What follows belongs to an exercise in optimizing a design on an open flow for small area, a short achievable clock period and few clock cycles; a production flow would make more cautious choices. Where RTL was checked, it was by simulation tests only, not by an equivalence proof against the original. No driver is modelled on the clock port, so clocking that relies on it looks cheaper here than on a real chip. No activity file was given, so power comes from the tool's default toggle rates.

Setup of v22:
==> flow/design.v <==
module fpu(
    input  logic [31:0] op_A_in,
    input  logic [31:0] op_B_in,
    input  logic clk,
    input  logic reset,
    input  logic start,
    output logic [31:0] data_out,
    output logic [3:0]  status_out,
    output logic done
);
    logic [7:0]  ea, eb, e_l, gt, eq;
    logic [8:0]  d_ab, d_ba;
    logic [4:0]  sh;
    logic        a_ge_e, e_eq, fa_lt, a_big, s_l, eff_sub, swap_f, big;
    logic [25:0] m_a, m_b, m_l, m_s, m_s_sh, lost_mask;
    logic        sticky;
    logic [26:0] x, y, g, p, gg, pp, sum;
    always_comb begin
        ea   = op_A_in[30:23];
        eb   = op_B_in[30:23];
        m_a  = {|ea, op_A_in[22:0], 2'b00};
        m_b  = {|eb, op_B_in[22:0], 2'b00};
        d_ab = {1'b0, ea} - {1'b0, eb};
        d_ba = {1'b0, eb} - {1'b0, ea};
        gt = ea & ~eb;
        eq = ~(ea ^ eb);
        for (int l = 0; l < 3; l++)
            for (int i = 0; i < 8; i += 2 << l) begin
                gt[i] = gt[i + (1 << l)] | (eq[i + (1 << l)] & gt[i]);
                eq[i] = eq[i + (1 << l)] & eq[i];
            end
        a_ge_e = gt[0] | eq[0];
        e_eq   = eq[0];
        fa_lt  = op_A_in[22:0] < op_B_in[22:0];
        e_l  = a_ge_e ? ea  : eb;
        m_l  = a_ge_e ? m_a : m_b;
        m_s  = a_ge_e ? m_b : m_a;
        sh   = a_ge_e ? ea[4:0] - eb[4:0] : eb[4:0] - ea[4:0];
        a_big = e_eq ? ~fa_lt : a_ge_e;
        s_l   = a_big ? op_A_in[31] : op_B_in[31];
        eff_sub = op_A_in[31] ^ op_B_in[31];
        swap_f  = eff_sub & e_eq & fa_lt;
        big       = a_ge_e ? d_ab[7:0] > 8'd24 : d_ba[7:0] > 8'd24;
        m_s_sh    = big ? 26'd0 : (m_s >> sh);
        lost_mask = big ? 26'h3ffffff : ~(26'h3ffffff << sh);
        sticky    = |(m_s & lost_mask);
        x = {1'b0, m_l} ^ {27{eff_sub}};
        y = {1'b0, m_s_sh};
        g = x & y;
        p = x ^ y;
        gg = g;
        pp = p;
        gg[0] = g[0] | (p[0] & swap_f);
        for (int l = 0; l < 5; l++)
            for (int i = 26; i >= (1 << l); i--) begin
                gg[i] = gg[i] | (pp[i] & gg[i - (1 << l)]);
                pp[i] = pp[i] & pp[i - (1 << l)];
            end
        sum = (p ^ {27{eff_sub & ~swap_f}}) ^ {gg[25:0], swap_f};
    end
    logic [26:0] r;
    logic [7:0]  e_q;
    logic        s_q, sticky_q;
    always_ff @(posedge clk) begin
        r        <= sum;
        e_q      <= e_l;
        s_q      <= s_l;
        sticky_q <= sticky;
    end
    always_ff @(posedge clk or negedge reset) begin
        if (!reset) done <= 1'b0;
        else        done <= start;
    end
    logic        zero, left, c_out, uf, ovf;
    logic [25:0] w, n0, n1, n2, n3, n4, keep;
    logic [23:0] ca;
    logic [22:0] inc, f_out;
    logic [4:0]  k;
    logic [7:0]  e_p1, e_p2, e_nr, e_left, e_out, e4, e3, e2, e1;
    always_comb begin
        zero = ~|r;
        left = ~r[26] & ~r[25];
        w  = r[26] ? r[26:1] : r[25:0];
        ca = w[25:2];
        for (int l = 0; l < 5; l++)
            for (int i = 0; i < 24; i++)
                if (i[l]) ca[i] = ca[i] & ca[((i >> (l + 1)) << (l + 1)) + (1 << l) - 1];
        inc   = w[24:2] ^ ({ca[21:0], 1'b1} & {23{w[0]}});
        c_out = w[0] & ca[23];
        e_p1  = e_q + 8'd1;
        e_p2  = e_q + 8'd2;
        e_nr  = (r[26] & c_out) ? e_p2 : (r[26] | c_out) ? e_p1 : e_q;
        k[4] = ~|r[25:10]; n1 = k[4] ? {r[9:0], 16'd0} : r[25:0];
        e4 = k[4] ? e_q - 8'd16 : e_q;
        k[3] = ~|n1[25:18]; n2 = k[3] ? {n1[17:0], 8'd0} : n1;
        e3 = k[3] ? e4 - 8'd8 : e4;
        k[2] = ~|n2[25:22]; n3 = k[2] ? {n2[21:0], 4'd0} : n2;
        e2 = k[2] ? e3 - 8'd4 : e3;
        k[1] = ~|n3[25:24]; n4 = k[1] ? {n3[23:0], 2'd0} : n3;
        e1 = k[1] ? e2 - 8'd2 : e2;
        k[0] = ~n4[25];     n0 = k[0] ? {n4[24:0], 1'd0} : n4;
        e_left = k[0] ? e1 - 8'd1 : e1;
        keep = ~(26'h3ffffff >> e_q);
        uf   = ~r[26] & ~|(r[25:0] & keep);
        ovf  = (&e_q) | (~left & ((e_q == 8'd254 & (r[26] | c_out)) | (e_q == 8'd253 & r[26] & c_out)));
        e_out = left ? e_left : e_nr;
        f_out = left ? n0[24:2] : inc;
        if (zero) begin
            data_out = 32'd0;                   status_out = 4'b0001;
        end else if (ovf) begin
            data_out = {s_q, 8'hFF, 23'd0};     status_out = 4'b0100;
        end else if (uf) begin
            data_out = 32'd0;                   status_out = 4'b1000;
        end else begin
            data_out = {s_q, e_out, f_out};
            status_out = (w[0] && !left) || sticky_q ? 4'b0010 : 4'b0001;
        end
    end
endmodule
export LEC_CHECK = 0
export ABC_AREA = 1
export CAP_MARGIN = 20
export CORE_MARGIN = 2
export CORE_UTILIZATION = 45
export GPL_TIMING_DRIVEN = 0
export SLEW_MARGIN = 20
create_clock -name core_clock -period 10.0 [get_ports {clk}]
standard.sh (not shown) runs the stock make flow with config.mk's settings and CLKGATE_MAP_FILE= SYNTH_SCRIPT=/design/flow/synth_recipe.tcl, a recipe that flattens the netlist after the stock synthesis.
==> flow/flow/run.sh <==
#!/bin/bash
# The standard layout, with plain buffers (sky130_fd_sc_hd__buf_1) on the
# ports in place of the delay cells that buffer_ports picks by default.
# Timing repair aims at 4.0 ns of setup slack up to clock tree synthesis,
# and at 3.3 ns in the repair after global routing.
set -euo pipefail
export BUFFER_PORTS_ARGS="-buffer_cell sky130_fd_sc_hd__buf_1"
SETUP_SLACK_MARGIN=4.0 bash standard.sh cts > standard_make_to_cts.log 2>&1
SETUP_SLACK_MARGIN=3.3 bash standard.sh > standard_make.log 2>&1
Changes in v5 relative to v22:
- putting SETUP_SLACK_MARGIN at 3.3 where nothing was set
==> flow/flow/run.sh <==
#!/bin/bash
# The standard layout, with plain buffers (sky130_fd_sc_hd__buf_1) on the
# ports in place of the delay cells that buffer_ports picks by default.
set -euo pipefail
export BUFFER_PORTS_ARGS="-buffer_cell sky130_fd_sc_hd__buf_1"
bash standard.sh > standard_make.log 2>&1
==> summary.txt <==
- v5 does better than v22 on tightest slew margin relative to the limit.
- From v22 to v5 the numbers moved as follows: via count of the first global-routing pass now sits lower; total power now sits lower; routed wire length now sits lower.
- v22 → v5: number of sinks handled by clock tree synthesis roughly the same, number of non-clock buffers in the layout moved down, utilization went down by 2.7 points.
Input changes introduced in v8 (baseline for comparison: v5):
- SETUP_SLACK_MARGIN: 3.3 -> unset
==> flow/flow/run.sh <==
#!/bin/bash
# The standard layout, with plain buffers (sky130_fd_sc_hd__buf_1) on the
# ports in place of the delay cells that buffer_ports picks by default, and
# the buffers that synthesis inserted removed at floorplan (the resizer
# buffers the nets again where they need it).
set -euo pipefail
export BUFFER_PORTS_ARGS="-buffer_cell sky130_fd_sc_hd__buf_1"
export REMOVE_ABC_BUFFERS=1
bash standard.sh > standard_make.log 2>&1
Results
- Between v8 and v5, the total area of sequential cells figures differ only marginally.
- Worst path arrival time came out higher on v8 than on v5.
- Register fraction of the total cell area ends up higher on v8.
- Looking at number of nets in the finished design, v8 sits 4.0% below v5.
- Per the comparison of v8 with v5, aggregate global-route resource usage now smaller, worst setup slack after layout shows a reduction of 2.44 ns, total buffers and inverters traversed by the critical path decreased 4, length of routed met3 wiring went down.
- The flow did not stop early for v8: all stages ran, and the layout cleared the timing, DRC and antenna checks.
- v8 ends up with a met3 capacity usage during global routing that is 1.0 points lower than in v5.
- v8 vs. v5: cell count went down by 83.
- v8 vs. v5: area added between synthesis and finish went down by 6.2 points.
- Run comparison: v8 worst-path cell with the longest stage delay sky130_fd_sc_hd__o21ai_0; v5 worst-path cell with the longest stage delay sky130_fd_sc_hd__ha_2
No run of this note included a check of the RTL's function; only the layout flow was run.

---

run A:
Another version of the RTL of fpu (not shown whole).
Size in the first run: roughly 1600 cells after synthesis, roughly 38 flip-flops, roughly 100 I/O pins, about 8900 sq um of cells after synthesis.
==> flow/config.mk <==
export PLATFORM = sky130hd
export DESIGN_NAME = fpu
export DESIGN_NICKNAME = fpu
export VERILOG_FILES = /design/flow/design.v
export SDC_FILE = /design/flow/constraint.sdc
export NUM_CORES = 4
export LEC_CHECK = 0
export ABC_AREA = 1
export CAP_MARGIN = 20
export CORE_MARGIN = 2
export CORE_UTILIZATION = 45
export GPL_TIMING_DRIVEN = 0
export SLEW_MARGIN = 20
==> flow/constraint.sdc <==
create_clock -name core_clock -period 10.0 [get_ports {clk}]
set_input_delay 2.0000 -clock core_clock [delete_from_list [all_inputs] [get_ports {clk}]]
set_output_delay 2.0000 -clock core_clock [all_outputs]
set_load 0.01 [all_outputs]
==> flow/flow/run.sh <==
#!/bin/bash
# The standard layout, with plain buffers (sky130_fd_sc_hd__buf_1) on the
# ports in place of the delay cells that buffer_ports picks by default.
# Timing repair aims at 3.2 ns of setup slack up to clock tree synthesis,
# and at 2.8 ns in the repair after global routing.
set -euo pipefail
export BUFFER_PORTS_ARGS="-buffer_cell sky130_fd_sc_hd__buf_1"
SETUP_SLACK_MARGIN=3.2 bash standard.sh cts > standard_make_to_cts.log 2>&1
SETUP_SLACK_MARGIN=2.8 bash standard.sh > standard_make.log 2>&1
Run A has completed all stages; timing, DRC and antenna checks passed.
Testbench counts of run A, summed over its fixed seeds: cycles 3,200.
[inputs] run B vs run A
==> flow/flow/run.sh <==
#!/bin/bash
# The standard layout, with plain buffers (sky130_fd_sc_hd__buf_1) on the
# ports in place of the delay cells that buffer_ports picks by default.
# Timing repair aims at 3.8 ns of setup slack up to clock tree synthesis,
# and at 3.0 ns in the repair after global routing.
set -euo pipefail
export BUFFER_PORTS_ARGS="-buffer_cell sky130_fd_sc_hd__buf_1"
SETUP_SLACK_MARGIN=3.8 bash standard.sh cts > standard_make_to_cts.log 2>&1
SETUP_SLACK_MARGIN=3.0 bash standard.sh > standard_make.log 2>&1
Between run B and run A, the difference in actual transition at the worst max-transition pin is negligible. Per the comparison of run B with run A, number of sequential storage elements held steady; met3 wire length saw an increase; worst setup slack shows an increase of 0.50 ns. In the reports for run B and run A, the smaller net load switching power belongs to run A.
Modified inputs, run C compared to run B
==> flow/flow/run.sh <==
#!/bin/bash
# The standard layout, with plain buffers (sky130_fd_sc_hd__buf_1) on the
# ports in place of the delay cells that buffer_ports picks by default.
# Timing repair aims at 3.6 ns of setup slack up to clock tree synthesis,
# and at 3.0 ns in the repair after global routing.
set -euo pipefail
export BUFFER_PORTS_ARGS="-buffer_cell sky130_fd_sc_hd__buf_1"
SETUP_SLACK_MARGIN=3.6 bash standard.sh cts > standard_make_to_cts.log 2>&1
SETUP_SLACK_MARGIN=3.0 bash standard.sh > standard_make.log 2>&1
- Routed metal-1 wire length: run C vs run B — no meaningful difference
- For the total track usage, run C came in 0.24 points lower than run B did.
- Fmax ends up higher on run B.
### run C -> run D
Settings: an added CTS_BUF_LIST of sky130_fd_sc_hd__clkbuf_4 sky130_fd_sc_hd__clkbuf_8.
==> flow/flow/run.sh <==
#!/bin/bash
# The standard layout, with plain buffers (sky130_fd_sc_hd__buf_1) on the
# ports in place of the delay cells that buffer_ports picks by default.
# Timing repair aims at 3.8 ns of setup slack up to clock tree synthesis,
# and at 3.0 ns in the repair after global routing.
set -euo pipefail
export BUFFER_PORTS_ARGS="-buffer_cell sky130_fd_sc_hd__buf_1"
SETUP_SLACK_MARGIN=3.8 bash standard.sh cts > standard_make_to_cts.log 2>&1
SETUP_SLACK_MARGIN=3.0 bash standard.sh > standard_make.log 2>&1
--- outcome ---
Cell count delta for run D relative to run C: 8 higher
Cell-internal power delta for run D relative to run C: 0.70% lower
Delta (run D minus run C): global-route wire length before repair went up by 0.82%, relative contribution of the clock network to total power went down by 1.9 points, sequential share of layout area was more or less identical, detailed-route vias per instance went up by about 0.54%, area of all sequential standard cells went up by about 1.3%.
Total power grows slightly when moving from run C to run D.
Changes observed in run D relative to run C: power density over the cells moved down, routed length on met2 has increased, share of total power in combinational logic went up by 1.8 points.

---

Setup of tundra:
Another version of the RTL of fpu (not shown whole).
Size in the first run: ~38 flip-flops, ~100 I/O pins, roughly 8500 um2 of cells after synthesis.
## fpu
module fpu(
    input  logic [31:0] op_A_in,
    input  logic [31:0] op_B_in,
    input  logic clk,
    input  logic reset,
    input  logic start,
    output logic [31:0] data_out,
    output logic [3:0]  status_out,
    output logic done
);
==> flow/config.mk <==
export PLATFORM = sky130hd
export DESIGN_NAME = fpu
export DESIGN_NICKNAME = fpu
export VERILOG_FILES = /design/flow/design.v
export SDC_FILE = /design/flow/constraint.sdc
export NUM_CORES = 4
export LEC_CHECK = 0
export ABC_AREA = 1
export CAP_MARGIN = 20
export CORE_MARGIN = 2
export CORE_UTILIZATION = 45
export GPL_TIMING_DRIVEN = 0
export SLEW_MARGIN = 20
==> flow/constraint.sdc <==
create_clock -name core_clock -period 10.0 [get_ports {clk}]
set_input_delay 2.0000 -clock core_clock [delete_from_list [all_inputs] [get_ports {clk}]]
set_output_delay 2.0000 -clock core_clock [all_outputs]
set_load 0.01 [all_outputs]
==> flow/flow/run.sh <==
#!/bin/bash
# The standard layout, with plain buffers (sky130_fd_sc_hd__buf_1) on the
# ports in place of the delay cells that buffer_ports picks by default.
# Timing repair aims at 3.8 ns of setup slack up to clock tree synthesis;
# then cells are sized down where that keeps the worst slack (recover_area.tcl),
# and the repair after global routing aims at 3.0 ns.
set -euo pipefail
export BUFFER_PORTS_ARGS="-buffer_cell sky130_fd_sc_hd__buf_1"
SETUP_SLACK_MARGIN=3.8 bash standard.sh cts > standard_make_to_cts.log 2>&1
RESULTS=orfs/results/sky130hd/fpu/base openroad -no_init -exit flow/recover_area.tcl > recover_area.log 2>&1
SETUP_SLACK_MARGIN=3.0 bash standard.sh > standard_make.log 2>&1
Other scripts of this flow, unchanged in this note and not shown: flow/flow/recover_area.tcl
Testbench counts of tundra, summed over its fixed seeds: cycles 3,200.
Changes in quartz relative to tundra:
-- flow/flow/run.sh --
<<< tundra, line 4
# Timing repair aims at 3.8 ns of setup slack up to clock tree synthesis;
>>> quartz, line 4
# Timing repair aims at 4.2 ns of setup slack up to clock tree synthesis;
<<< tundra, line 9
SETUP_SLACK_MARGIN=3.8 bash standard.sh cts > standard_make_to_cts.log 2>&1
>>> quartz, line 9
SETUP_SLACK_MARGIN=4.2 bash standard.sh cts > standard_make_to_cts.log 2>&1
[summary]
In the reports for quartz and tundra, the smaller final critical path time including I/O delays and setup belongs to quartz.
Compared to tundra, quartz has overall track demand over capacity in global routing 1.7 points higher.
Taking tundra as 1.0, quartz lands at 1.4 on non-clock buffer count.
quartz reports a lower worst endpoint data arrival time than tundra does.
Global-route met3 utilization is higher on quartz
For zinc, these inputs were changed with respect to quartz:
-- flow/flow/run.sh --
<<< quartz, line 4
# Timing repair aims at 4.2 ns of setup slack up to clock tree synthesis;
>>> zinc, line 4
# Timing repair aims at 3.9 ns of setup slack up to clock tree synthesis;
<<< quartz, line 9
SETUP_SLACK_MARGIN=4.2 bash standard.sh cts > standard_make_to_cts.log 2>&1
>>> zinc, line 9
SETUP_SLACK_MARGIN=3.9 bash standard.sh cts > standard_make_to_cts.log 2>&1
### Flow results
- Per the final summary, zinc finished and its layout is clean on timing, DRC and antenna.
- Row register fraction of the total cell area: zinc higher / quartz lower
- Summary: with quartz as the reference, via count in zinc moved down slightly.
- Compared with quartz, zinc shows global-route wire length before repair lower by 2.7%.
- Against quartz, zinc comes in 78 ps higher on final critical-path required period.
- Sum of met3 wire segment lengths after detailed routing (zinc over quartz): increase, 98 um
Changes in lagoon relative to zinc:
-- flow/flow/run.sh --
<<< zinc, line 4
# Timing repair aims at 3.9 ns of setup slack up to clock tree synthesis;
>>> lagoon, line 4
# Timing repair aims at 3.5 ns of setup slack up to clock tree synthesis;
<<< zinc, line 9
SETUP_SLACK_MARGIN=3.9 bash standard.sh cts > standard_make_to_cts.log 2>&1
>>> lagoon, line 9
SETUP_SLACK_MARGIN=3.5 bash standard.sh cts > standard_make_to_cts.log 2>&1
Findings:
Across lagoon and zinc, none had a timing, DRC or antenna violation.
Delta (lagoon minus zinc): global-route wire length before repair lost 2.0 mm; via count lost about 4%; sequential fraction of total cell area picked up an extra 0.24 points.
Measured against each other, lagoon and zinc differ in final cell area excluding filler cells, the higher figure coming from zinc.
For lagoon, the slowest cell on the critical path was dfxtp_1, unlike zinc, where it was o21ai_2.
Where routed wire length is concerned, zinc is outperformed by lagoon.

-- separate check: timing with driven ports --
How much do the figures lean on ideal ports? The routed layouts below were timed once more, with nothing changed but the port constraints. Step 1 assumes that a clkbuf_16 drives the clock port and a buf_2 every other input. Step 2 also shifts input and output timing later by t, the mid clock arrival at the registers, as if the neighbouring blocks saw the same clock. a / b / c = no drivers / after step 1 / after step 2; a / b = the first two.
| run | shift t [ns] | setup WS [ns] | cell pins on the clock port's net |
|---|---|---|---|
| v22 | 0.324 | 3.810 / 3.828 / 3.504 | 1 |
| v5 | 0.321 | 3.458 / 3.472 / 3.151 | 1 |
| v8 | 0.318 | 1.022 / 1.034 / 0.716 | 1 |
| run A | 0.317 | 3.169 / 3.183 / 2.867 | 1 |
| run B | 0.315 | 3.665 / 3.681 / 3.366 | 1 |
| run C | 0.315 | 3.480 / 3.496 / 3.181 | 1 |
| run D | 0.324 | 3.647 / 3.649 / 3.325 | 1 |
| tundra | 0.311 | 3.658 / 3.664 / 3.353 | 1 |
| quartz | 0.310 | 3.817 / 3.811 / 3.500 | 1 |
| zinc | 0.309 | 3.739 / 3.746 / 3.437 | 1 |
| lagoon | 0.310 | 3.460 / 3.425 / 3.200 | 1 |
After both steps every run listed still meets setup and hold. For run D, which loses most, drivers alone change the setup slack by +0.002 ns; drivers and shift together by -0.322 ns.
